Context: an optimization exercise on an open-source flow, tuned for small area. The choices shown serve that exercise and are no tape-out recipe.
In this exercise RTL edits were held to simulation tests only and were not proved equivalent to the original.
Power figures rest on the tool's default switching activity, not on a simulated workload.

--- flow/design.v ---
`timescale 1ns / 1ps
module crc
  (input clk, 
   input reset,
   input clear, 
   input [7:0] data,
   input calc,
   output [31:0] crc_out,
   output match);
   function[31:0]  NextCRC;
      input[7:0]      D;
      input[31:0]     C;
      reg[31:0]       NewCRC;
      begin
	 NewCRC[0]   = C[24]^C[30]^D[1]^D[7];
	 NewCRC[1]   = C[25]^C[31]^D[0]^D[6]^C[24]^C[30]^D[1]^D[7];
	 NewCRC[2]   = C[26]^D[5]^C[25]^C[31]^D[0]^D[6]^C[24]^C[30]^D[1]^D[7];
	 NewCRC[3]   = C[27]^D[4]^C[26]^D[5]^C[25]^C[31]^D[0]^D[6];
	 NewCRC[4]   = C[28]^D[3]^C[27]^D[4]^C[26]^D[5]^C[24]^C[30]^D[1]^D[7];
	 NewCRC[5]   = C[29]^D[2]^C[28]^D[3]^C[27]^D[4]^C[25]^C[31]^D[0]^D[6]^C[24]^C[30]^D[1]^D[7];
	 NewCRC[6]   = C[30]^D[1]^C[29]^D[2]^C[28]^D[3]^C[26]^D[5]^C[25]^C[31]^D[0]^D[6];
	 NewCRC[7]   = C[31]^D[0]^C[29]^D[2]^C[27]^D[4]^C[26]^D[5]^C[24]^D[7];
	 NewCRC[8]   = C[0]^C[28]^D[3]^C[27]^D[4]^C[25]^D[6]^C[24]^D[7];
	 NewCRC[9]   = C[1]^C[29]^D[2]^C[28]^D[3]^C[26]^D[5]^C[25]^D[6];
	 NewCRC[10]  = C[2]^C[29]^D[2]^C[27]^D[4]^C[26]^D[5]^C[24]^D[7];
	 NewCRC[11]  = C[3]^C[28]^D[3]^C[27]^D[4]^C[25]^D[6]^C[24]^D[7];
	 NewCRC[12]  = C[4]^C[29]^D[2]^C[28]^D[3]^C[26]^D[5]^C[25]^D[6]^C[24]^C[30]^D[1]^D[7];
	 NewCRC[13]  = C[5]^C[30]^D[1]^C[29]^D[2]^C[27]^D[4]^C[26]^D[5]^C[25]^C[31]^D[0]^D[6];
	 NewCRC[14]  = C[6]^C[31]^D[0]^C[30]^D[1]^C[28]^D[3]^C[27]^D[4]^C[26]^D[5];
	 NewCRC[15]  = C[7]^C[31]^D[0]^C[29]^D[2]^C[28]^D[3]^C[27]^D[4];
	 NewCRC[16]  = C[8]^C[29]^D[2]^C[28]^D[3]^C[24]^D[7];
	 NewCRC[17]  = C[9]^C[30]^D[1]^C[29]^D[2]^C[25]^D[6];
	 NewCRC[18]  = C[10]^C[31]^D[0]^C[30]^D[1]^C[26]^D[5];
	 NewCRC[19]  = C[11]^C[31]^D[0]^C[27]^D[4];
	 NewCRC[20]  = C[12]^C[28]^D[3];
	 NewCRC[21]  = C[13]^C[29]^D[2];
	 NewCRC[22]  = C[14]^C[24]^D[7];
	 NewCRC[23]  = C[15]^C[25]^D[6]^C[24]^C[30]^D[1]^D[7];
	 NewCRC[24]  = C[16]^C[26]^D[5]^C[25]^C[31]^D[0]^D[6];
	 NewCRC[25]  = C[17]^C[27]^D[4]^C[26]^D[5];
	 NewCRC[26]  = C[18]^C[28]^D[3]^C[27]^D[4]^C[24]^C[30]^D[1]^D[7];
	 NewCRC[27]  = C[19]^C[29]^D[2]^C[28]^D[3]^C[25]^C[31]^D[0]^D[6];
	 NewCRC[28]  = C[20]^C[30]^D[1]^C[29]^D[2]^C[26]^D[5];
	 NewCRC[29]  = C[21]^C[31]^D[0]^C[30]^D[1]^C[27]^D[4];
	 NewCRC[30]  = C[22]^C[31]^D[0]^C[28]^D[3];
	 NewCRC[31]  = C[23]^C[29]^D[2];
	 NextCRC     = NewCRC;
      end
   endfunction
   reg [31:0] crc_reg;
   always @ (posedge clk)
     if (reset | clear)
       crc_reg 	    <= 32'hffffffff;
     else if (calc)
       crc_reg 	    <= NextCRC(data,crc_reg);
   assign crc_out    = ~{crc_reg[24],crc_reg[25],crc_reg[26],crc_reg[27],crc_reg[28],crc_reg[29],crc_reg[30],crc_reg[31],
		      crc_reg[16],crc_reg[17],crc_reg[18],crc_reg[19],crc_reg[20],crc_reg[21],crc_reg[22],crc_reg[23],
		      crc_reg[8],crc_reg[9],crc_reg[10],crc_reg[11],crc_reg[12],crc_reg[13],crc_reg[14],crc_reg[15],
		      crc_reg[0],crc_reg[1],crc_reg[2],crc_reg[3],crc_reg[4],crc_reg[5],crc_reg[6],crc_reg[7] };
   assign match  = (crc_reg == 32'hc704_dd7b);
endmodule
`timescale 1ns / 1ps
module address_filter
  (input clk,
   input reset,
   input go,
   input [7:0] data,
   input [47:0] address,
   output match,
   output done);
   reg [2:0] af_state;
   always @(posedge clk)
     if(reset)
       af_state     <= 0;
     else
       if(go)
	 af_state <= (data == address[47:40]) ? 3'd1 : 3'd7;
       else
	 case(af_state)
	   1 : af_state <= (data == address[39:32]) ? 3'd2 : 3'd7;
	   2 : af_state <= (data == address[31:24]) ? 3'd3 : 3'd7;
	   3 : af_state <= (data == address[23:16]) ? 3'd4 : 3'd7;
	   4 : af_state <= (data == address[15:8])  ? 3'd5 : 3'd7;
	   5 : af_state <= (data == address[7:0]) ? 3'd6 : 3'd7;
	   6, 7 : af_state <= 0;
	 endcase  
   assign match  = (af_state==6);
   assign done 	 = (af_state==6)|(af_state==7);
endmodule
`timescale 1ns / 1ps
module reset_sync
  (input clk,
   input reset_in,
   output reg reset_out);
   reg 	      reset_int;
   always @(posedge clk or posedge reset_in)
     if(reset_in)
       {reset_out,reset_int} <= 2'b11;
     else
       {reset_out,reset_int} <= {reset_int,1'b0};
endmodule
`timescale 1ns / 1ps
module flow_ctrl_tx 
(input        rst,
   input        tx_clk,
   input        tx_pause_en,
   input [15:0] pause_quanta,
   input        pause_quanta_val,
   output       pause_apply,
   input        paused);
   reg [15+6:0] pause_quanta_counter;
   reg 		pqval_d1, pqval_d2;		
   always @(posedge tx_clk) pqval_d1 <= pause_quanta_val;
   always @(posedge tx_clk) pqval_d2 <= pqval_d1;
   always @ (posedge tx_clk or posedge rst)
     if (rst)
       pause_quanta_counter <= 0;
     else if (pqval_d1 & ~pqval_d2)
       pause_quanta_counter <= {pause_quanta, 6'b0}; 
     else if((pause_quanta_counter!=0) & paused)
       pause_quanta_counter <= pause_quanta_counter - 1'b1;
   assign	pause_apply = tx_pause_en & (pause_quanta_counter != 0);
endmodule
`timescale 1ns / 1ps
module delay_line
  #(parameter WIDTH=32)
   (input clk,
    input [3:0] delay,
    input [WIDTH-1:0] din,
    output [WIDTH-1:0] dout);
   reg [WIDTH-1:0] srl [0:15];
   integer 	   k;
   always @(posedge clk)
     begin
	srl[0] <= din;
	for (k=1;k<16;k=k+1)
	  srl[k] <= srl[k-1];
     end
   assign dout = srl[delay];
endmodule
`timescale 1ns / 1ps
module simple_gemac_tx
  (input clk125, input reset,
   output GMII_GTX_CLK, output reg GMII_TX_EN, output reg GMII_TX_ER, output reg [7:0] GMII_TXD,
   output tx_clk, input [7:0] tx_data, input tx_valid, input tx_error, output tx_ack,
   input [7:0] ifg, input [47:0] mac_addr,
   input pause_req, input [15:0] pause_time,
   input pause_apply, output reg paused,
	output [7:0] debug
   );
   reg tx_en_pre, tx_er_pre;
   reg [7:0] txd_pre;
   assign GMII_GTX_CLK 	= clk125;
   assign tx_clk 	= clk125;
	(* fsm_encoding = "user" *)
   reg [7:0] tx_state;
   reg [7:0] ifg_ctr;
   reg [15:0] frame_len_ctr;
   reg [7:0] pause_ctr, pause_dat;
   wire in_ifg 		     = (ifg_ctr != 0);
   wire [31:0] crc_out;
   localparam TX_IDLE 	     = 0;
   localparam TX_PREAMBLE    = 1;
   localparam TX_SOF_DEL     = TX_PREAMBLE + 7;  
   localparam TX_FIRSTBYTE   = TX_SOF_DEL + 1;  
   localparam TX_IN_FRAME    = TX_FIRSTBYTE + 1;  
   localparam TX_IN_FRAME_2  = TX_IN_FRAME + 1;  
   localparam TX_PAD 	     = TX_IN_FRAME_2 + 1;  
   localparam TX_CRC_0 	     = 16;
   localparam TX_CRC_1 	     = TX_CRC_0 + 1;  
   localparam TX_CRC_2 	     = TX_CRC_0 + 2;  
   localparam TX_CRC_3 	     = TX_CRC_0 + 3;  
   localparam TX_ERROR 	     = 32;
   localparam TX_PAUSE 	     = 55;
   localparam TX_PAUSE_SOF   = TX_PAUSE + 7;  
   localparam TX_PAUSE_FIRST = TX_PAUSE_SOF + 1;  
   localparam TX_PAUSE_END   = TX_PAUSE_SOF + 18;  
   localparam MIN_FRAME_LEN  = 64 + 8 - 4;  
   localparam MAX_FRAME_LEN  = 8192;        
   always @(posedge tx_clk)
     if(reset |(tx_state == TX_IDLE))
       frame_len_ctr 	    <= 0;
     else
       frame_len_ctr 	    <= frame_len_ctr + 1'b1;
   reg send_pause;
   reg [15:0] pause_time_held;
   always @(posedge tx_clk)
     if(reset)
       send_pause      <= 1'b0;
     else if(pause_req)
       send_pause      <= 1'b1;
     else if(tx_state == TX_PAUSE)
       send_pause      <= 1'b0;
   always @(posedge tx_clk)
     if(pause_req)
       pause_time_held <= pause_time;
   always @(posedge tx_clk)
     if(reset)
       tx_state        <= TX_IDLE;
     else 
       case(tx_state)
	 TX_IDLE :
	   if(~in_ifg)
	     if(send_pause)
	       tx_state <= TX_PAUSE;
	     else if(tx_valid & ~pause_apply)
	       tx_state <= TX_PREAMBLE;
	 TX_FIRSTBYTE :
	   if(tx_error)
	     tx_state <= TX_ERROR;    
	   else if(~tx_valid)
	     tx_state <= TX_PAD;
	   else
	     tx_state <= TX_IN_FRAME;
	 TX_IN_FRAME :
	   if(tx_error)
	     tx_state <= TX_ERROR;    
	   else if(~tx_valid)
	     tx_state <= TX_PAD;
	   else if(frame_len_ctr == MIN_FRAME_LEN - 1)
	     tx_state <= TX_IN_FRAME_2;
	 TX_IN_FRAME_2 :
	   if(tx_error)
	     tx_state <= TX_ERROR;    
	   else if(~tx_valid)
	     tx_state <= TX_CRC_0;
	 TX_PAD :
	   if(frame_len_ctr == MIN_FRAME_LEN)
	     tx_state <= TX_CRC_0;
	 TX_CRC_3 :
	   tx_state <= TX_IDLE;
	 TX_ERROR :
	   tx_state <= TX_IDLE;
	 TX_PAUSE_END :
	   tx_state <= TX_PAD;
	 default :
	   tx_state <= tx_state + 1'b1;
       endcase  
   always @(posedge tx_clk)
     if(reset)
       begin
	  tx_en_pre <= 0;
	  tx_er_pre <= 0;
	  txd_pre   <= 0;
       end
     else
       casex(tx_state)
	 TX_IDLE :
	   begin
	      tx_en_pre <= 0;
	      tx_er_pre <= 0;
	      txd_pre <= 0;
	   end
	 TX_PREAMBLE, TX_PAUSE :
	   begin
	      txd_pre 	 <= 8'h55;
	      tx_en_pre <= 1;
	   end
	 TX_SOF_DEL, TX_PAUSE_SOF :
	   txd_pre <= 8'hD5;
	 TX_FIRSTBYTE, TX_IN_FRAME, TX_IN_FRAME_2 :
	   txd_pre <= tx_valid ? tx_data : 1'b0;
	 TX_ERROR :
	   begin
	      tx_er_pre <= 1;
	      txd_pre 	 <= 0;
	   end
	 TX_CRC_3 :
	   tx_en_pre <= 0;
	 TX_PAD :
	   txd_pre <= 0;
	 TX_PAUSE_FIRST, 8'b01xx_xxxx :   
	   txd_pre <= pause_dat;
       endcase  
   localparam SGE_FLOW_CTRL_ADDR  = 48'h01_80_C2_00_00_01;
   always @(posedge tx_clk)
     case(tx_state)
       TX_PAUSE_SOF :
	 pause_dat    <= SGE_FLOW_CTRL_ADDR[47:40];   
       TX_PAUSE_SOF + 1:
	 pause_dat    <= SGE_FLOW_CTRL_ADDR[39:32];
       TX_PAUSE_SOF + 2:
	 pause_dat    <= SGE_FLOW_CTRL_ADDR[31:24];
       TX_PAUSE_SOF + 3:
	 pause_dat    <= SGE_FLOW_CTRL_ADDR[23:16];
       TX_PAUSE_SOF + 4:
	 pause_dat    <= SGE_FLOW_CTRL_ADDR[15:8];
       TX_PAUSE_SOF + 5:
	 pause_dat    <= SGE_FLOW_CTRL_ADDR[7:0];
       TX_PAUSE_SOF + 6:
	 pause_dat    <= mac_addr[47:40];
       TX_PAUSE_SOF + 7:
	 pause_dat    <= mac_addr[39:32];
       TX_PAUSE_SOF + 8:
	 pause_dat    <= mac_addr[31:24];
       TX_PAUSE_SOF + 9:
	 pause_dat    <= mac_addr[23:16];
       TX_PAUSE_SOF + 10:
	 pause_dat    <= mac_addr[15:8];
       TX_PAUSE_SOF + 11:
	 pause_dat <= mac_addr[7:0];
       TX_PAUSE_SOF + 12:
	 pause_dat <= 8'h88;    
       TX_PAUSE_SOF + 13:
	 pause_dat <= 8'h08;
       TX_PAUSE_SOF + 14:
	 pause_dat <= 8'h00;    
       TX_PAUSE_SOF + 15:
	 pause_dat <= 8'h01;
       TX_PAUSE_SOF + 16:
	 pause_dat <= pause_time_held[15:8];
       TX_PAUSE_SOF + 17:
	 pause_dat <= pause_time_held[7:0];
     endcase  
   wire start_ifg   = (tx_state == TX_CRC_3);
   always @(posedge tx_clk)
     if(reset)
       ifg_ctr 	   <= 100;
     else if(start_ifg)
       ifg_ctr 	   <= ifg;
     else if(ifg_ctr != 0)
       ifg_ctr 	   <= ifg_ctr - 1'b1;
   wire clear_crc   = (tx_state == TX_IDLE);
   wire calc_crc    = 
	(tx_state==TX_IN_FRAME) |
	(tx_state==TX_IN_FRAME_2) |
	(tx_state==TX_PAD) |
	(tx_state[6]);
   crc crc(.clk(tx_clk), .reset(reset), .clear(clear_crc),
	    .data(txd_pre), .calc(calc_crc), .crc_out(crc_out));
   assign tx_ack    = (tx_state == TX_FIRSTBYTE);
   always @(posedge tx_clk) 
     begin
	GMII_TX_EN <= tx_en_pre;
	GMII_TX_ER <= tx_er_pre;
	case(tx_state)
	  TX_CRC_0 :
	    GMII_TXD <= crc_out[31:24];
	  TX_CRC_1 :
	    GMII_TXD <= crc_out[23:16];
	  TX_CRC_2 :
	    GMII_TXD <= crc_out[15:8];
	  TX_CRC_3 :
	    GMII_TXD <= crc_out[7:0];
	  default :
	    GMII_TXD <= txd_pre;
	endcase  
     end
   always @(posedge tx_clk)
     if(reset)
       paused 	     <= 0;
     else if(~pause_apply)
       paused 	     <= 0;
     else if(tx_state == TX_IDLE)
       paused 	     <= 1;
	assign debug = tx_state;
endmodule  
`timescale 1ns / 1ps
module simple_gemac_rx (
  input reset,
   input GMII_RX_CLK, input GMII_RX_DV, input GMII_RX_ER, input [7:0] GMII_RXD,
   output rx_clk, output [7:0] rx_data, output reg rx_valid, output rx_error, output reg rx_ack,
   input [47:0] ucast_addr, input [47:0] mcast_addr, 
   input pass_ucast, input pass_mcast, input pass_bcast, input pass_pause, input pass_all,
   output reg [15:0] pause_quanta_rcvd, output pause_rcvd,
   output [31:0] debug );
   localparam RX_IDLE 		  = 0;
   localparam RX_PREAMBLE 	  = 1;
   localparam RX_FRAME 		  = 2;
   localparam RX_GOODFRAME 	  = 3;
   localparam RX_DO_PAUSE 	  = 4;
   localparam RX_ERROR 		  = 5;
   localparam RX_DROP 		  = 6;
   localparam RX_PAUSE 		  = 16;
   localparam RX_PAUSE_CHK88 	  = RX_PAUSE + 5;
   localparam RX_PAUSE_CHK08 	  = RX_PAUSE_CHK88 + 1;
   localparam RX_PAUSE_CHK00 	  = RX_PAUSE_CHK08 + 1;
   localparam RX_PAUSE_CHK01 	  = RX_PAUSE_CHK00 + 1;
   localparam RX_PAUSE_STORE_MSB  = RX_PAUSE_CHK01 + 1;
   localparam RX_PAUSE_STORE_LSB  = RX_PAUSE_STORE_MSB + 1;
   localparam RX_PAUSE_WAIT_CRC   = RX_PAUSE_STORE_LSB + 1;
   reg [7:0] 	     rxd_d1;
   reg rx_dv_d1, rx_er_d1;
   assign rx_clk     = GMII_RX_CLK;
   always @(posedge rx_clk)
     begin
	rx_dv_d1    <= GMII_RX_DV;
	rx_er_d1    <= GMII_RX_ER;
	rxd_d1 	    <= GMII_RXD;
     end
   reg [7:0] rx_state;
   wire [7:0] rxd_del;
   wire rx_dv_del, rx_er_del;
   reg go_filt;
   wire match_crc;
   wire clear_crc 	 = rx_state == RX_IDLE;
   wire calc_crc 	 = (rx_state == RX_FRAME) | rx_state[7:4]==4'h1;
   localparam DELAY  = 4'd6;
   delay_line #(.WIDTH(10)) rx_delay
     (.clk(rx_clk), .delay(DELAY), .din({rx_dv_d1,rx_er_d1,rxd_d1}),.dout({rx_dv_del,rx_er_del,rxd_del}));
   always @(posedge rx_clk)
     if(reset)
       rx_ack 	   <= 0;
     else
       rx_ack <= (rx_state == RX_GOODFRAME);
   wire is_ucast, is_bcast, is_mcast, is_pause;
   wire keep_packet  = (pass_ucast & is_ucast) | (pass_mcast & is_mcast) | 
	(pass_bcast & is_bcast) | (pass_pause & is_pause) | pass_all;
   assign rx_data   = rxd_del;
   assign rx_error  = (rx_state == RX_ERROR);
   always @(posedge rx_clk)
     if(reset)
       rx_valid <= 0;
     else if(keep_packet)
       rx_valid <= 1;
     else if((rx_state == RX_IDLE)|(rx_state == RX_ERROR))
       rx_valid <= 0;
   address_filter af_ucast (.clk(rx_clk), .reset(reset), .go(go_filt), .data(rxd_d1),
			    .address(ucast_addr), .match(is_ucast), .done());
   address_filter af_mcast (.clk(rx_clk), .reset(reset), .go(go_filt), .data(rxd_d1),
			    .address(mcast_addr), .match(is_mcast), .done());
   address_filter af_bcast (.clk(rx_clk), .reset(reset), .go(go_filt), .data(rxd_d1),
			    .address(48'hFFFF_FFFF_FFFF), .match(is_bcast), .done());
   address_filter af_pause (.clk(rx_clk), .reset(reset), .go(go_filt), .data(rxd_d1),
			    .address(48'h0180_c200_0001), .match(is_pause), .done());
   always @(posedge rx_clk)
     go_filt 			 <= (rx_state==RX_PREAMBLE) & (rxd_d1 == 8'hD5);
   reg [15:0] pkt_len_ctr;
   always @(posedge rx_clk)
     if(reset |(rx_state == RX_IDLE))
       pkt_len_ctr 	<= 0;
     else
       pkt_len_ctr 	<= pkt_len_ctr + 1'b1;
   localparam MIN_PAUSE_LEN = 71;   
   wire pkt_long_enough  = (pkt_len_ctr >= MIN_PAUSE_LEN);
   always @(posedge rx_clk)
     if(reset)
       rx_state 	<= RX_IDLE;
     else
       if(rx_er_d1)  
	 rx_state 	<= RX_ERROR;
       else
	 case(rx_state)
	   RX_IDLE :
	     if(rx_dv_d1)
	       if(rxd_d1 == 8'h55)
		 rx_state   <= RX_PREAMBLE;
	       else
		 rx_state   <= RX_ERROR;
	   RX_PREAMBLE :
	     if(~rx_dv_d1)
	       rx_state   <= RX_ERROR;
	     else if(rxd_d1 == 8'hD5)
	       rx_state   <= RX_FRAME;
	     else if(rxd_d1 != 8'h55)
	       rx_state   <= RX_ERROR;
	   RX_FRAME :
	     if(is_pause)
	       rx_state <= RX_PAUSE;
	     else if(~rx_dv_d1)
	       if(match_crc)
		 rx_state <= RX_GOODFRAME;
	       else
		 rx_state <= RX_ERROR;
	   RX_PAUSE_CHK88 :
	     if(rxd_d1 != 8'h88)
	       rx_state <= RX_DROP;
	     else
	       rx_state <= RX_PAUSE_CHK08;
	   RX_PAUSE_CHK08 :
	     if(rxd_d1 != 8'h08)
	       rx_state <= RX_DROP;
	     else
	       rx_state <= RX_PAUSE_CHK00;
	   RX_PAUSE_CHK00 :
	     if(rxd_d1 != 8'h00)
	       rx_state <= RX_DROP;
	     else
	       rx_state <= RX_PAUSE_CHK01;
	   RX_PAUSE_CHK01 :
	     if(rxd_d1 != 8'h01)
	       rx_state <= RX_DROP;
	     else
	       rx_state <= RX_PAUSE_STORE_MSB;
	   RX_PAUSE_WAIT_CRC :
	     if(pkt_long_enough)
	       if(match_crc)
		 rx_state <= RX_DO_PAUSE;
	       else
		 rx_state <= RX_DROP;
	   RX_DO_PAUSE :
	     rx_state <= RX_IDLE;
	   RX_GOODFRAME :
	     rx_state <= RX_IDLE;
	   RX_DROP, RX_ERROR :
	     if(~rx_dv_d1)
	       rx_state <= RX_IDLE;
	   default
	     rx_state <= rx_state + 1'b1;
	 endcase  
   assign pause_rcvd = (rx_state == RX_DO_PAUSE);
   crc crc_check(.clk(rx_clk),.reset(reset),.clear(clear_crc),
		 .data(rxd_d1),.calc(calc_crc),.crc_out(),.match(match_crc));
   always @(posedge rx_clk)
     if(reset)
       pause_quanta_rcvd <= 0;
     else if(rx_state == RX_PAUSE_STORE_MSB)
       pause_quanta_rcvd[15:8] <= rxd_d1;
     else if(rx_state == RX_PAUSE_STORE_LSB)
       pause_quanta_rcvd[7:0] <= rxd_d1;
   assign debug = rx_state;
endmodule
`timescale 1ns / 1ps
module simple_gemac(
   input clk, input reset,
   output GMII_TX_EN, output GMII_TX_ER, output [7:0] GMII_TXD,
   input GMII_RX_DV, input GMII_RX_ER, input [7:0] GMII_RXD,
   input pause_req, input [15:0] pause_time_req, input pause_respect_en,
   input [47:0] ucast_addr, input [47:0] mcast_addr,
   input pass_ucast, input pass_mcast, input pass_bcast, input pass_pause, input pass_all,
   output [7:0] rx_data, output rx_valid, output rx_error, output rx_ack,
   input [7:0] tx_data, input tx_valid, input tx_error, output tx_ack
    );
   localparam SGE_IFG 		     = 8'd12;   
   wire rst_rxclk, rst_txclk;   
   reset_sync reset_sync_tx (.clk(clk),.reset_in(reset),.reset_out(rst_txclk));
   reset_sync reset_sync_rx (.clk(clk),.reset_in(reset),.reset_out(rst_rxclk));
   wire [15:0] pause_quanta_rcvd;
   wire        pause_rcvd, pause_apply, paused;
   simple_gemac_tx simple_gemac_tx
     (.clk125(clk),.reset(rst_txclk),
      .GMII_GTX_CLK(), .GMII_TX_EN(GMII_TX_EN),
      .GMII_TX_ER(GMII_TX_ER), .GMII_TXD(GMII_TXD),
      .tx_clk(), .tx_data(tx_data), .tx_valid(tx_valid), .tx_error(tx_error), .tx_ack(tx_ack),
      .ifg(SGE_IFG), .mac_addr(ucast_addr),
      .pause_req(pause_req), .pause_time(pause_time_req),   
      .pause_apply(pause_apply), .paused(paused),   
      .debug()
      );
   simple_gemac_rx simple_gemac_rx
     (.reset(rst_rxclk),
      .GMII_RX_CLK(clk), .GMII_RX_DV(GMII_RX_DV), 
      .GMII_RX_ER(GMII_RX_ER), .GMII_RXD(GMII_RXD),
      .rx_clk(), .rx_data(rx_data), .rx_valid(rx_valid), .rx_error(rx_error), .rx_ack(rx_ack),
      .ucast_addr(ucast_addr), .mcast_addr(mcast_addr),
      .pass_ucast(pass_ucast), .pass_mcast(pass_mcast), .pass_bcast(pass_bcast), 
      .pass_pause(pass_pause), .pass_all(pass_all),
      .pause_quanta_rcvd(pause_quanta_rcvd), .pause_rcvd(pause_rcvd),
      .debug()
      );
   flow_ctrl_tx flow_ctrl_tx
     (.rst(rst_txclk), .tx_clk(clk),
      .tx_pause_en(pause_respect_en),
      .pause_quanta(pause_quanta_rcvd),  
      .pause_quanta_val(pause_rcvd),
      .pause_apply(pause_apply),
      .paused(paused)
      );
endmodule
--- flow/run.sh ---
#!/bin/bash
# synth_recipe.tcl (not shown) runs the flow's synth.tcl, then flattens the netlist and writes it again
# the make line also repeats each setting of config.mk as NAME=value (left out here)
make -C /OpenROAD-flow-scripts/flow DESIGN_CONFIG=/design/flow/config.mk WORK_HOME=/design/flow/orfs CLKGATE_MAP_FILE= SYNTH_SCRIPT=/design/flow/synth_recipe.tcl finish
--- flow/config.mk ---
export PLATFORM = sky130hd
export DESIGN_NAME = simple_gemac
export DESIGN_NICKNAME = simple_gemac
export VERILOG_FILES = /design/flow/design.v
export SDC_FILE = /design/flow/constraint.sdc
export NUM_CORES = 4
export LEC_CHECK = 0
export CAP_MARGIN = 20
export CORE_MARGIN = 2
export CORE_UTILIZATION = 40
export PLACE_DENSITY = 0.6
export SLEW_MARGIN = 20
--- flow/constraint.sdc ---
create_clock -name core_clock -period 8.0 [get_ports {clk}]
set_input_delay 1.6000 -clock core_clock [delete_from_list [all_inputs] [get_ports {clk}]]
set_output_delay 1.6000 -clock core_clock [all_outputs]
set_load 0.01 [all_outputs]
==> summary.txt <==
run status: complete, no violations
Async S/R FF share, synth: 8.30%
power share of the clock group: 33.4%
Core Area: 34700 um^2
chip height: 192 um
Syn Inst Count: 1547
Pre-Repair DR Iteration Count: 5
CP max stage delay: 0.65 ns
post-CTS resize count: 0
Place WS: 4.43 ns
number of global-route vias before repair: 11424
vias: 11841
cell internal pwr: 3160 uW
number of synthesized flops with an enable pin: 24
post-synthesis register bit count: 289
syn avg cell area: 9.17 um^2
die area: 37000 um^2
ys flop type: dfxtp_1
Syn Nets: 1702
FF-to-FF Start: simple_gemac_tx.tx_state[0]
Congestion Overflow GR: 0
switch share: 33.0%
hold_buf cts: 0
Worst-Margin Slew: 1.03 ns
area delta synth->final: 22.1%
top cell family by delay on the critical path: buffers and inverters
global-route wire length before repair: 63800 um
startpoint types: flop
post-synthesis sequential area ratio: 43.4%
number of vias per cell: 5.49
fin worst setup slack: 3.85 ns
share of cells above drive strength 1: 5.52%
# setup viols final: 0
Initial Util: 40.8%
clock slew seen by the registers of the worst setup and hold paths: 0.06 ns
final net count: 1832
Fmax: 0.241 GHz
slowest stage cell, crit path: ha_1
Leak: 0.00629 uW
kind of critical path: reg -> out
FP Rows: 68
clk buf depth: 3
crit path from: simple_gemac_tx.tx_state[1]
die width: 192 um
number of buffers added on ports: 162
Max Fanout on Critical Path: 17
Worst Path Arrival: 2.55 ns
Final Wtd Congestion: 0.873
boundary pin count: 163
Hold Path Class: reg -> reg
Clock Tree Root: clkbuf_16
initial antenna violation count: 2
unrepaired setup endpoints after global routing: false
DRC: 0
max FFs per register: 56
Comb power frac: 29.1%
Reg power frac: 37.5%
max_cap viols: 0
Buf/Inv on CP: 2
clock sinks: 289
hold_sp: simple_gemac_rx.rx_delay.srl[2][7]
clock latency on the worst-skew pair: 0.52 ns
Wirelength per Cell: 18.7 um
post-route ant nets: 0
CP Cell Sequence: inv_1 -> ha_1 -> and3_1 -> clkdlybuf4s50_1
Setup crit end kind: output port
Clock Skews: 0.0110 ns
DRT iter0 DRCs: 1013
Power Dens Cells: 272 nW/um^2
Clock H-tree levels: 2
Total GRT Usage: 22.0%
critical path required time: 6.40 ns
largest net degree at the start of global routing: 52
final worst path period share: 51.9%
VDD IR-drop max: 0.000147 V
Net Switching: 1550 uW
Antenna Cells: 0
Hold Vio Cnt, Final: 0
Tmin final: 4.15 ns
Ys Warns: 8
post-DP HPWL: 28700 um
Rel. slew slack: 31.5%
Final Slew Violations: 0
CTS tree: yes
TritonCTS buffer count: 35
post-CTS setup buffers: 0
synthesized area: 14200 um^2
final setup TNS: 0 ns
post-synth cell types: 85
Total Wirelength: 40300 um
-- through the flow --
stage | std cells | hold slack [ns] | power (uW) | util (%) | instance area (um^2)
after CTS | 2158 | 0.314 | 4740 | 49.9 | 17300
after global placement | 2095 | 0.310 | 3140 | 46.6 | 16200
final | 2158 | 0.315 | 4710 | 49.9 | 17300
after global routing | 2158 | 0.321 | 4970 | 49.9 | 17300
after floorplan | 1547 | 0.310 | 2770 | - | 14200
after detailed placement | 2095 | 0.312 | 3150 | 46.6 | 16200
-- worst paths after layout --
path                                                          to  slack [ns]  cells past startpoint
hold / removal                simple_gemac_rx.rx_delay.srl[3][7]        0.31                      0
max in group asynchronous                reset_sync_rx.reset_out        6.58                      2
setup / recovery                                          tx_ack        3.85                      4
setup reg to reg                     simple_gemac_tx.GMII_TXD[4]        4.66                      8
hold reg to reg               simple_gemac_rx.rx_delay.srl[3][7]        0.31                      0
min in group asynchronous  flow_ctrl_tx.pause_quanta_counter[16]        0.82                      3
-- layout by cell type (no fill, tap or decap), types with 11 or more instances in the layout --
cell	Yosys	layout
o211ai_1	26	26
nand2_1	128	128
xnor2_1	181	181
a22oi_1	19	19
xor2_1	120	120
a21oi_1	77	76
and3_1	16	16
buf_4	0	17
o21ai_0	20	20
clkdlybuf4s50_1	0	162
mux2i_1	12	12
a221o_1	11	11
o21ai_1	41	41
nor2_1	125	125
dfxtp_1	241	241
nor4_1	29	29
dfrtp_1	22	22
inv_1	23	23
nor3_1	48	48
edfxtp_1	24	24
nand3_1	48	48
clkbuf_16	0	35
o22ai_1	23	23
ha_1	14	14
nand4_1	25	25
or3_1	14	14
-- per-layer routing --
layer	up-vias	GRT usage, %	wire (um)
met5	-	0	18
met2	347	32.7	17300
met1	5694	32.3	19400
li1	5736	-	-
met3	60	4.55	2610
met4	4	6.02	930
-- power by group through the flow --
stage	logic, uW	clock network (uW)	registers (uW)
2_1_floorplan	1040	0	1740
3_3_place_gp	1350	0	1790
3_5_place_dp	1360	0	1790
4_1_cts	1370	1610	1760
5_1_grt	1520	1670	1790
6_report	1370	1570	1770
-- synthesized netlist by cell type (all sizes together), types with 5 or more instances --
master  number  area, um^2
nand3b       5        37.5
clkbuf      69         259
nand4       25         156
nand2b      10        62.6
and2         9        56.3
xor2       121        1070
buf         17        68.8
dfxtp      241        4820
a31oi        9        56.3
a22oi       19         143
ha          14         175
nor3        48         240
or4          7        56.3
dfrtp       22         551
nor4        30         194
o22ai       23         144
nand4b      10        87.6
xnor2      182        1600
or3         14        87.6
nand2      128         480
nand3       49         250
nor4b        9         100
a311oi       5        43.8
inv         23        86.3
nor3b        6        50.1
nor2b       10        62.6
o21ai       62         314
edfxtp      24         721
a211oi       5        37.5
a221oi       9        78.8
o31ai        6        45.0
and3        16         100
o211ai      26         195
o22a         6        52.6
nor2       125         469
a221o       11         110
a21oi       77         385
mux2i       12         120
-- logic make-up (layout without fill, tap and decap cells) --
group           count (synthesis)  in the layout  synth area share [%]
buf+inv                       109            265                  2.92
xor+xnor                      303            303                  18.8
simple gates                  519            519                  18.8
other cells                     1              1                0.0264
flops                         289            289                  43.4
fa+ha+maj                      14             14                  1.24
compound gates                298            298                  13.9
mux                            14             14                  1.01
-- cell type report --
cell class                      count  area [um^2]
Tap cell                          455          569
Clock buffer                       51         1010
Clock inverter                     12          130
Inverter                           23         86.3
Fill cell                        3281        17400
Multi-Input combinational cell   1149         7620
Timing Repair Buffer              179         1750
Sequential cell                   289         6150

[port drivers added, routing unchanged]
The results above use ideal ports. As a check the final layout listed here was re-extracted and re-timed, cells and wires unchanged.
Step 1 sets driving cells, clkbuf_16 on the clock port and buf_2 on the other inputs (assumed; they add their load-dependent delay and slew).
Step 2, shift: input delay + t, output delay - t, t = (earliest + latest rising clock arrival at the registers) / 2. This alone moves slack from input paths to output paths.
Slacks: ideal / step 1 / step 2; pairs: ideal / step 1.
t (ns): 0.566
slack for setup (ns): 3.850 / 3.798 / 4.364
worst hold slack (ns): 0.315 / 0.315 / 0.315
worst slew at a driven data input, ns: 0.11
After both steps setup and hold are still met in this run. For this run, drivers alone change the setup slack by -0.052 ns; drivers and shift together by +0.514 ns.
